This design comes from an exercise in tuning for small area and a short achievable clock period on the open sky130 flow, not from production work. The RTL of this run was laid out without a check of its function. Power figures rest on the tool's default switching activity, not on a simulated workload.

$ cat design.v
module IFU(
    input wire clk,
    input wire rst,
    input wire mret_taken,  
    input wire [31:0] mret_target,  
    input wire ecall_taken,
    input wire [31:0] ecall_target,
    input wire branch_taken,
    input wire [31:0] branch_target,
    output reg [31:0] pc,
    output reg [31:0] snpc,  
    input wire [31:0] inst_in,  
    output reg [31:0] inst  
);
    reg [31:0] dnpc;  
    always @(*) begin
        snpc = pc + 32'd4;
    end
    always @(*) begin
        dnpc = mret_taken ? mret_target :   
                    ecall_taken ? ecall_target : 
                    branch_taken ? branch_target : 
                    snpc;
    end
    always @(*) begin
        inst = inst_in;
    end
    always @(posedge clk) begin
        if (!rst) begin
            pc <= 32'h80000000;
        end 
        else begin
            pc <= dnpc;
        end
    end
endmodule
module IDU(
    input wire [31:0] inst,
    input wire [31:0] pc,
    input wire rst,
    output wire [4:0] rs1_addr,
    output wire [4:0] rs2_addr,
    output wire [4:0] rd_addr,
    output reg [31:0] imm,
    output reg [3:0] alu_op,
    output reg mem_read,
    output reg mem_write,
    output reg reg_write,
    output reg alu_src,
    output reg mem_to_reg,
    output reg branch,
    output reg jal_en,
    output reg jalr_en,
    output reg ebreak_en,  
    output reg ecall_en,   
    output reg mret_en,    
    output wire [2:0] funct3,
    output reg auipc_flag,
    output reg is_csr_op
);
    wire [6:0] opcode;
    wire [6:0] funct7;
    assign opcode = inst[6:0];
    assign funct3 = inst[14:12];
    assign funct7 = inst[31:25];
    assign rs1_addr = inst[19:15] & 5'hF;  
    assign rs2_addr = inst[24:20] & 5'hF;
    assign rd_addr = inst[11:7] & 5'hF;
    always @(*) begin
        alu_op = 4'b0000;
        mem_read = 1'b0;
        mem_write = 1'b0;
        reg_write = 1'b0;
        alu_src = 1'b0;
        auipc_flag = 1'b0;
        ecall_en = 1'b0;
        ebreak_en = 1'b0;  
        mret_en = 1'b0;
        mem_to_reg = 1'b0;
        branch = 1'b0;
        jal_en = 1'b0;
        jalr_en = 1'b0;
        imm = 32'h0;
        is_csr_op = 1'b0;
        case (opcode)
            7'b0110011: begin  
                reg_write = 1'b1;
                alu_src = 1'b0;
                case (funct3)
                    3'b000: alu_op = (funct7 == 7'b0000000) ? 4'b0000 : 4'b0001;  
                    3'b001: alu_op = 4'b0010;  
                    3'b010: alu_op = 4'b0011;  
                    3'b011: alu_op = 4'b0100;  
                    3'b100: alu_op = 4'b0101;  
                    3'b101: alu_op = (funct7 == 7'b0000000) ? 4'b0110 : 4'b0111;  
                    3'b110: alu_op = 4'b1000;  
                    3'b111: alu_op = 4'b1001;  
                    default: begin
                end
                endcase
            end
            7'b0010011: begin  
                reg_write = 1'b1;
                alu_src = 1'b1;
                imm = {{20{inst[31]}}, inst[31:20]};
                case (funct3)
                    3'b000: alu_op = 4'b0000;  
                    3'b001: alu_op = 4'b0010;  
                    3'b010: alu_op = 4'b0011;  
                    3'b011: alu_op = (imm == 32'h0) ? 4'b1011 : 4'b0100;  
                    3'b100: alu_op = 4'b0101;  
                    3'b101: alu_op = (funct7 == 7'b0000000) ? 4'b0110 : 4'b0111;  
                    3'b110: alu_op = 4'b1000;  
                    3'b111: alu_op = 4'b1001;  
                    default: begin
                end
                endcase
            end
            7'b0000011: begin  
                reg_write = 1'b1;
                alu_src = 1'b1;
                mem_read = 1'b1;
                mem_to_reg = 1'b1;
                alu_op = 4'b0000;  
                imm = {{20{inst[31]}}, inst[31:20]};
            end
            7'b0100011: begin  
                alu_src = 1'b1;
                mem_write = 1'b1;
                alu_op = 4'b0000;  
                imm = {{20{inst[31]}}, inst[31:25], inst[11:7]};
            end
            7'b1100011: begin  
                branch = 1'b1;
                alu_src = 1'b0;
                case (funct3)
                    3'b000: alu_op = 4'b1010;  
                    3'b001: alu_op = 4'b1011;  
                    3'b100: alu_op = 4'b1100;  
                    3'b101: alu_op = 4'b1101;  
                    3'b110: alu_op = 4'b1110;  
                    3'b111: alu_op = 4'b1111;  
                default: begin
                end
                endcase
                imm = {{20{inst[31]}}, inst[7], inst[30:25], inst[11:8], 1'b0};
            end
            7'b1101111: begin  
                reg_write = 1'b1;
                jal_en = 1'b1;
                alu_src = 1'b1;
                alu_op = 4'b0000;
                imm = {{12{inst[31]}}, inst[19:12], inst[20], inst[30:21], 1'b0};
            end
            7'b1100111: begin  
                reg_write = 1'b1;
                jalr_en = 1'b1;
                alu_src = 1'b1;
                alu_op = 4'b0000;
                imm = {{20{inst[31]}}, inst[31:20]};
            end
            7'b0110111: begin  
                reg_write = 1'b1;
                alu_op = 4'b1010;  
                alu_src = 1'b1;
                imm = {inst[31:12], 12'b0};
            end
            7'b0010111: begin  
                reg_write = 1'b1;
                alu_op = 4'b0000;
                auipc_flag = 1'b1;  
                alu_src = 1'b1;
                imm = {inst[31:12], 12'b0};
            end
            7'b1110011: begin  
                if (funct3 == 3'b000) begin
                    case (inst[31:20])
                        12'b000000000000: begin  
                            ecall_en = 1'b1;  
                        end
                        12'b000000000001: begin  
                            ebreak_en = 1'b1;  
                        end
                        12'b001100000010: begin  
                            mret_en = 1'b1;  
                        end
                        default: begin
                        end
                    endcase
                end
                else if (funct3 == 3'b001) begin  
                    reg_write = 1'b1;
                    is_csr_op = 1'b1;
                    alu_op = 4'b1100;  
                    imm = {{20{1'b0}}, inst[31:20]};
                end 
                else if (funct3 == 3'b010) begin  
                    reg_write = 1'b1;
                    is_csr_op = (rs1_addr != 5'h0) ? 1'b1 : 1'b0;  
                    alu_op = 4'b1100;  
                    imm = {{20{1'b0}}, inst[31:20]};
                end 
                else begin
                end
            end
            default: begin
                if(!rst)begin
                end
            end
        endcase
    end
endmodule
module REG(
    input wire clk,
    input wire rst,
    input wire [4:0] rs1_addr,
    input wire [4:0] rs2_addr,
    input wire [4:0] rd_addr,
    input wire [31:0] rd_data,
    input wire rd_wen,   
    output reg [31:0] rs1_data,
    output reg [31:0] rs2_data
);
  reg [31:0] registers [0:31];
  integer i;
  always @(*) begin
      if (!rst) begin
          rs1_data = 32'h0;
          rs2_data = 32'h0;
      end else begin
          rs1_data = (rs1_addr == 5'h0) ? 32'h0 : registers[rs1_addr];
          rs2_data = (rs2_addr == 5'h0) ? 32'h0 : registers[rs2_addr];
      end
  end
  always @(posedge clk) begin
      if (!rst) begin
          for (i = 0; i < 16; i = i + 1) begin
              registers[i] <= 32'h0;
          end
      end else if (rd_wen && rd_addr != 5'h0) begin
          registers[rd_addr] <= rd_data;
      end
  end
endmodule
module EXU(
    input wire clk,
    input wire rst,
    input wire [3:0] alu_op,
    input wire ebreak_en,  
    input wire ecall_en,   
    input wire mret_en,    
    input wire [31:0] rs1_data,
    input wire [31:0] rs2_data,
    input wire [31:0] imm,
    input wire alu_src,
    input wire is_csr_op,
    input wire [31:0] pc,
    input wire branch,
    input wire jal_en,
    input wire jalr_en,
    input wire auipc_flag,
    output reg [31:0] alu_result,
    output reg ecall_taken,          
    output reg [31:0] ecall_target,   
    output reg mret_taken,        
    output reg [31:0] mret_target,  
    output wire branch_taken,
    output wire [31:0] branch_target
);
    wire [31:0] operand_a;
    wire [31:0] operand_b;
    wire [31:0] csr_read_data;
    reg [31:0] mstatus;
    reg [31:0] mepc;
    reg [31:0] mcause;
    reg [31:0] mtvec;
    assign csr_read_data = (imm == 32'h300) ? mstatus :
                          (imm == 32'h341) ? mepc :
                          (imm == 32'h342) ? mcause :
                          (imm == 32'h305) ? mtvec : 32'h0;
    assign operand_a = (jal_en | auipc_flag ) ? pc : rs1_data;
    assign operand_b = alu_src ? imm : rs2_data;   
    assign branch_target = (jal_en | jalr_en) ? 
                        (alu_op == 4'b0000 && alu_src && jal_en) ? (pc + imm) :     
                        (rs1_data + imm) & 32'hFFFFFFFE :                 
                        (pc + imm);        
    reg branch_cond;
    always @(*) begin
        case (alu_op)
            4'b1010: branch_cond = (rs1_data == rs2_data);      
            4'b1011: branch_cond = (rs1_data != rs2_data);      
            4'b1100: branch_cond = ($signed(rs1_data) < $signed(rs2_data));  
            4'b1101: branch_cond = ($signed(rs1_data) >= $signed(rs2_data));  
            4'b1110: branch_cond = (rs1_data < rs2_data);       
            4'b1111: branch_cond = (rs1_data >= rs2_data);      
            default: branch_cond = 1'b0;
        endcase
    end
    assign branch_taken = (branch && branch_cond) || (jal_en | jalr_en);
    always @(*) begin
        case (alu_op)
            4'b0000: alu_result = operand_a + operand_b;   
            4'b0001: alu_result = operand_a - operand_b;       
            4'b0010: alu_result = operand_a << operand_b[4:0];  
            4'b0011: alu_result = {31'b0, $signed(operand_a) < $signed(operand_b)};  
            4'b0100: alu_result = {31'b0, operand_a < operand_b};  
            4'b0101: alu_result = operand_a ^ operand_b;       
            4'b0110: alu_result = operand_a >> operand_b[4:0];  
            4'b0111: alu_result = $signed(operand_a) >>> operand_b[4:0];  
            4'b1000: alu_result = operand_a | operand_b;       
            4'b1001: alu_result = operand_a & operand_b;       
            4'b1010: alu_result = operand_b;                   
            4'b1011: alu_result = {31'b0, operand_a == 0};  
            4'b1100: alu_result = csr_read_data;
            default: alu_result = 32'h0;
        endcase
    end
    always @(*) begin
        mret_taken = 1'b0;
        mret_target = 32'h0;
        if (mret_en) begin
            mret_taken = 1'b1;
            mret_target = mepc;   
        end
    end
    always @(*) begin
        ecall_taken = 1'b0;
        ecall_target = 32'h0;
        if (ecall_en) begin
            ecall_taken = 1'b1;
            ecall_target = mtvec;  
        end
    end
    always @(posedge clk) begin
        if (!rst) begin
            mstatus <= 32'h1800;
            mepc <= 32'h0;
            mcause <= 32'h0;
            mtvec <= 32'h80000004;   
        end
        else if (ecall_en) begin
            mepc <= pc;             
            mcause <= 32'd11;       
        end
        else if (is_csr_op) begin
            case (imm)
                32'h300: mstatus <= rs1_data;  
                32'h341: mepc <= rs1_data;     
                32'h342: mcause <= rs1_data;   
                32'h305: mtvec <= rs1_data;    
                default: ;  
            endcase
        end
    end
endmodule
module LSU(
    input wire mem_read,
    input wire mem_write,
    input wire [2:0] funct3, 
    input wire [31:0] addr,
    input wire [31:0] store_data,
    output reg [31:0] load_data,
    input wire [31:0] ram_rdata,    
    output wire ram_re,
    output reg [1:0] ram_size,      
    output wire ram_we,
    output wire [31:0] ram_addr,
    output wire [31:0] ram_wdata
);
    assign ram_re = mem_read;
    assign ram_we = mem_write;
    assign ram_addr = addr;
    assign ram_wdata = store_data;
    reg [31:0] temp_data;
    always @(*) begin
        temp_data = ram_rdata;
        ram_size = 2'd2;
        if (mem_read) begin
            case (funct3)
                3'b000: begin   
                    ram_size = 2'd0;
                    load_data = {{24{temp_data[7]}}, temp_data[7:0]};
                end
                3'b100: begin   
                    ram_size = 2'd0;
                    load_data = temp_data;
                end
                3'b001: begin   
                    ram_size = 2'd1;
                    load_data = {{16{temp_data[15]}}, temp_data[15:0]};
                end
                3'b101: begin   
                    ram_size = 2'd1;
                    load_data = temp_data;
                end
                3'b010: begin   
                    load_data = temp_data;
                end
                default: load_data = temp_data;  
            endcase
        end 
        else if (mem_write) begin
            load_data = 32'h0;  
            case (funct3) 
                3'b000: ram_size = 2'd0;  
                3'b001: ram_size = 2'd1;  
                3'b010: ram_size = 2'd2;  
                default: ram_size = 2'd2;  
            endcase
        end
        else begin
            load_data = 32'h0;
        end
    end
endmodule
module WBU(
    input wire [31:0] alu_result,
    input wire [31:0] load_data,
    input wire [31:0] snpc,      
    input wire mem_to_reg,
    input wire jal_en,
    input wire jalr_en,
    output reg [31:0] wb_data
);
    always @(*) begin
        if (jal_en || jalr_en) begin
            wb_data = snpc;      
        end else if (mem_to_reg) begin
            wb_data = load_data;  
        end else begin
            wb_data = alu_result;  
        end
    end
endmodule
module top(
    input wire clk,
    input wire rst,
    output wire [31:0] pc,
    input  wire [31:0] inst,
    output wire ram_we,
    output wire ram_re,
    output wire [1:0] ram_size,
    output wire [31:0] ram_addr,
    output wire [31:0] ram_wdata,
    input  wire [31:0] ram_rdata,
    output wire ebreak
);
    wire [31:0] inst_out;
    wire [31:0] snpc;   
    wire [4:0] rs1_addr, rs2_addr, rd_addr;
    wire [31:0] rs1_data, rs2_data, wb_data;
    wire reg_write;
    wire [31:0] imm;
    wire [3:0] alu_op;
    wire mem_read, mem_write, alu_src, mem_to_reg, branch, jal_en, jalr_en, ebreak_en, ecall_en, mret_en, auipc_flag, is_csr_op;
    wire [31:0] alu_result;
    wire branch_taken;
    wire [31:0] branch_target;
    wire ecall_taken;
    wire [31:0] ecall_target;
    wire mret_taken;
    wire [31:0] mret_target;
    wire [31:0] load_data;
    wire [2:0] funct3;
    IFU ifu(
        .clk(clk),
        .rst(rst),
        .mret_taken(mret_taken),
        .mret_target(mret_target),
        .ecall_taken(ecall_taken),
        .ecall_target(ecall_target),
        .branch_taken(branch_taken),
        .branch_target(branch_target),
        .pc(pc),
        .snpc(snpc),
        .inst_in(inst),
        .inst(inst_out)
    );
    IDU idu(
        .pc(pc),
        .rst(rst),
        .inst(inst_out),
        .rs1_addr(rs1_addr),
        .rs2_addr(rs2_addr),
        .rd_addr(rd_addr),
        .imm(imm),
        .alu_op(alu_op),
        .ebreak_en(ebreak_en),
        .ecall_en(ecall_en),
        .mret_en(mret_en),
        .mem_read(mem_read),
        .mem_write(mem_write),
        .reg_write(reg_write),
        .alu_src(alu_src),
        .mem_to_reg(mem_to_reg),
        .funct3(funct3),
        .branch(branch),
        .jal_en(jal_en),
        .jalr_en(jalr_en),
        .auipc_flag(auipc_flag),
        .is_csr_op(is_csr_op)
    );
    REG reg_file(
        .clk(clk),
        .rst(rst),
        .rs1_addr(rs1_addr),
        .rs2_addr(rs2_addr),
        .rd_addr(rd_addr),
        .rd_data(wb_data),
        .rd_wen(reg_write),
        .rs1_data(rs1_data),
        .rs2_data(rs2_data)
    );
    EXU exu(
        .clk(clk),
        .rst(rst),
        .alu_op(alu_op),
        .rs1_data(rs1_data),
        .rs2_data(rs2_data),
        .imm(imm),
        .alu_src(alu_src),
        .pc(pc),
        .branch(branch),
        .jal_en(jal_en),
        .jalr_en(jalr_en),
        .ebreak_en(ebreak_en),
        .ecall_en(ecall_en),
        .mret_en(mret_en),
        .mret_taken(mret_taken),
        .mret_target(mret_target),
        .ecall_taken(ecall_taken),
        .ecall_target(ecall_target),
        .auipc_flag(auipc_flag),
        .is_csr_op(is_csr_op),
        .alu_result(alu_result),
        .branch_taken(branch_taken),
        .branch_target(branch_target)
    );
    LSU lsu(
        .mem_read(mem_read),
        .mem_write(mem_write),
        .addr(alu_result),
        .funct3(funct3),
        .store_data(rs2_data),
        .load_data(load_data),
        .ram_rdata(ram_rdata),
        .ram_re(ram_re),
        .ram_size(ram_size),
        .ram_we(ram_we),
        .ram_addr(ram_addr),
        .ram_wdata(ram_wdata)
    );
    WBU wbu(
        .alu_result(alu_result),
        .load_data(load_data),
        .snpc(snpc),            
        .mem_to_reg(mem_to_reg),
        .jal_en(jal_en),
        .jalr_en(jalr_en),
        .wb_data(wb_data)
    );
    assign ebreak = ebreak_en;
endmodule
$ cat run.sh
#!/bin/bash
# synth_recipe.tcl (not shown) runs the flow's synth.tcl, then flattens the netlist and writes it again
# the make line also repeats each setting of config.mk as NAME=value (left out here)
make -C /OpenROAD-flow-scripts/flow DESIGN_CONFIG=/design/flow/config.mk WORK_HOME=/design/flow/orfs CLKGATE_MAP_FILE= SYNTH_SCRIPT=/design/flow/synth_recipe.tcl finish
$ cat config.mk
export PLATFORM = sky130hd
export DESIGN_NAME = top
export DESIGN_NICKNAME = top
export VERILOG_FILES = /design/flow/design.v
export SDC_FILE = /design/flow/constraint.sdc
export NUM_CORES = 4
export LEC_CHECK = 0
export CAP_MARGIN = 30
export CORE_MARGIN = 2
export CORE_UTILIZATION = 40
export SLEW_MARGIN = 20
$ cat constraint.sdc
create_clock -name core_clock -period 12.0 [get_ports {clk}]
set_input_delay 2.4000 -clock core_clock [delete_from_list [all_inputs] [get_ports {clk}]]
set_output_delay 2.4000 -clock core_clock [all_outputs]
set_load 0.01 [all_outputs]
==> results.txt <==
## per-layer routing
metal,vias to the layer above,share of wire (%)
met3,1219,13
li1,21234,-
met5,-,0.050
met4,24,10
met2,4620,42
met1,26772,35
## registers in the layout, indices dropped and copies added, names as in the netlist
register and count:
reg_file.registers 512, exu.mcause 32, exu.mepc 32, exu.mstatus 32
exu.mtvec 32, ifu.pc 32
## layout make-up
| cell class | count | area, µm² | area share [%] |
|---|---|---|---|
| well taps | 1742 | 2180 | 3.64 |
| diodes | 26 | 65.1 | 0.109 |
| multi-input cells | 4179 | 31000 | 51.7 |
| clock buffers | 89 | 1910 | 3.18 |
| repair buffers | 619 | 5200 | 8.69 |
| inverters | 172 | 648 | 1.08 |
| clock inverters | 34 | 328 | 0.547 |
| flip-flops and latches | 672 | 18600 | 31.0 |
## final timing paths
kind | end | slack [ns] | cells past startpoint
setup / recovery | ram_addr[25] | 0.36 | 19
hold / removal | exu.mcause[26]$_SDFFE_PP0P_ | 0.46 | 2
setup reg to reg | ifu.pc[23]$_SDFF_PN0_ | 4.49 | 18
hold reg to reg | exu.mcause[26]$_SDFFE_PP0P_ | 0.46 | 2
## synthesized netlist by cell type (19+ instances only)
cell       count
nor2_1       618
edfxtp_1     512
nand2_1      507
a21oi_1      415
mux4_2       220
clkbuf_1     219
ha_1         200
nand3_1      184
o21ai_0      182
dfxtp_1      160
inv_1        150
mux2i_1      137
nor3_1       127
buf_2        115
o211ai_1     108
a22oi_1       93
a211oi_1      87
nand4_1       73
nor2b_1       72
xnor2_1       64
a21o_1        62
o22a_1        49
a31oi_1       42
and3_1        42
o22ai_1       41
mux2_2        39
xor2_1        38
a221o_1       35
buf_4         35
nand2b_1      35
and2_1        34
o21ai_2       31
a221oi_1      30
o21a_1        30
buf_1         28
buf_6         27
o21ai_1       25
nor3b_1       24
a22o_1        23
o31ai_1       23
inv_2         22
or2_2         22
nor4_1        20
a2111oi_0     19
or3_1         19
## cells by family (layout without fill, tap and decap cells)
kind of cell / Yosys count / in the layout / share of synthesized area, %
muxes: 424 / 424 / 14.1
AOI/OAI and AO/OA: 1542 / 1542 / 20.8
other: 1 / 58 / 0.00721
DFF: 672 / 672 / 35.7
and+or+nand+nor: 1874 / 1874 / 17.1
buffers and inverters: 606 / 914 / 5.57
xor gates and xnor gates: 103 / 103 / 1.75
adders and majority gates: 204 / 204 / 4.97
## through the flow
| stage | util, % | power (mW) | hold WS [ns] | area [µm²] | setup WS (ns) |
|---|---|---|---|---|---|
| 2_1_floorplan | - | 3.75 | 0.429 | 52100 | 1.97 |
| 3_3_place_gp | 44.3 | 4.81 | 0.436 | 57300 | 0.557 |
| 3_5_place_dp | 44.4 | 4.81 | 0.446 | 57500 | 0.649 |
| 4_1_cts | 46.2 | 6.97 | 0.455 | 59700 | 0.634 |
| 5_1_grt | 46.3 | 7.20 | 0.471 | 59800 | 0.149 |
| 6_report | 46.3 | 7.11 | 0.458 | 59900 | 0.359 |
## power by group through the flow
stage	Sequential (mW)	Clock [mW]	Combinational, mW
2_1_floorplan	2.64	0	1.11
3_3_place_gp	2.65	0	2.16
3_5_place_dp	2.66	0	2.16
4_1_cts	2.60	2.20	2.17
5_1_grt	2.61	2.28	2.30
6_report	2.61	2.20	2.30
## critical path: cells and delay by family
kind	cells	cell delay, ns
compound gates	5	2.12
xor+xnor	1	0.19
fa+ha+maj	1	0.49
buf+inv	5	2.18
mux	1	0.62
simple gates	6	1.22
==> results.cfg <==
[status]
status = no timing/DRC/antenna violations

[setup_path]
startpoint_type = input port
cp.required_ns = 9.60
slowest_delay_ns = 0.93
cp_data_arrival_time_ns = 9.24
slowest_stage = clkdlybuf4s50_1
path_cells = clkdlybuf4s50_1, nor2_1, o211ai_1, a21o_1, buf_4, mux2i_1, inv_1, ha_1, buf_4, nand4_1, nor3_1, o2111ai_1, a31oi_1, xnor2_1, nor2_1, a211oi_1, nand4_1, or2_1, clkdlybuf4s50_1
critPathKind = in2out
crit_fanout = 15
r2r-start = reg_file.registers[7][7]$_SDFFCE_PN0P_
startpoint = inst[6]
cp-end-kind = output port

[clocking]
cts_buffer_depth = 3
root_buffer = clkbuf_16
cts-buffers-inserted = 69
cts_sinks = 672
cts.clk_slew.worst_paths_ns = 0.07
ctsResizeCount = 0
htreeDepth = 3
clkLatencyLatePin_ns = 0.68
cts-hold-fix-buffers = 0
cts_setup_buffers = 0
tritoncts = built

[timing]
finalSetupTns_ns = 0
max_freq_mhz = 85.9
drv_slew = 0
final.setup_skew_ns = 0.0387
slew_headroom_pct = 17.8
min_period_over_period_pct = 97.0
period_minus_slack_ns = 11.64
tightest_slew_ns = 1.23
timing.final.hold_violations = 0
rsz0062_at_grt = false
setup_viol = 0

[final_layout]
drive_gt1_share_pct = 19.0
area_delta_synth_final_pct = 15.2
fin_cells = 7533
final_cell_mix = nor2_1, edfxtp_1, nand2_1
final_common_cell = nor2_1
final_nets = 5983
fill_cells = 12468

[placement]
port_buffers = 166
routabilityCongestion = 1.14
dp.cells = 7372
place_hpwl_mm = 245

[synth]
yosysUniqueCellTypes = 124
avgSynthCellArea_um2 = 9.58
yosysWarnings = 6
yosysSeqAreaShare_pct = 35.7
async_flop_share_pct = 0
yosys-top-cells-area = edfxtp_1, mux4_2, dfxtp_1
yosys.area.top_type_share_pct = 29.6
synth.largest_area_cell = edfxtp_1
netlist_area_um2 = 52000
netlist_instances = 5426
ys_seq_elements = 672
synth_ff_type = edfxtp_1
synth-edff-count = 512

[power_and_ir_drop]
internal_power_mw = 4.48
p_seq_share_pct = 36.7
p_leak_nw = 22.5
p_sw_share_pct = 36.9
clkPwrFrac_pct = 31.0
peakVddDrop_mv = 0.129
p_comb_share_pct = 32.3
p_switching_mw = 2.63
p_per_area_nw_per_um2 = 119

[global_routing]
grt_use_met1_pct = 57.7
track_usage_pct = 48.5
use_met3_pct = 16.1
grt_max_degree = 66
busiest_layer = met2
grt_overflow = 0
antenna_found_initial = 39
grt_use_met2_pct = 71.4
grt_pass1_vias = 49417
grt_pass1_wl_mm = 438

[floorplan]
rows = 132
pin_count = 167
die_area_um2 = 133000
die_w_um = 365
initial_core_util_pct = 40.2
die-height_um = 365
fp.coreArea_um2 = 129000

[routing]
vias_per_cell = 7.15
finalWirelength_mm = 327
drcViolationCount = 0
vias = 53869
drtIter0Drc = 9170
avgRoutedWirePerCell_um = 43.4
first_pass_iters = 8
ant_nets = 0

[hold_path]
hp-class = reg2reg
min-delay-start = exu.mcause[26]$_SDFFE_PP0P_

[job]
cap_violations = 0

## re-timing with driven ports
Ports are ideal in the flow. The routed layout listed here was re-timed in OpenROAD.
Step 1, drivers: a clkbuf_16 drives clk and a buf_2 each remaining input, both assumed.
Step 2 also shifts input and output timing later by t, the mid clock arrival at the registers, as if the neighbouring blocks saw the same clock.
Slacks: no drivers / after step 1 / after step 2; pairs: no drivers / after step 1.
t (ns): 0.734
setup slack, ns: 0.359 / 0.165 / 0.165
clock arrival spread, ns: 0.040 / 0.041
worst data-port slew with drivers (ns): 0.29
cell pins on the clock port's net: 1
After both steps setup and hold are still met in this run. The setup slack of this run moves by -0.194 ns with the drivers and by -0.194 ns with both steps.
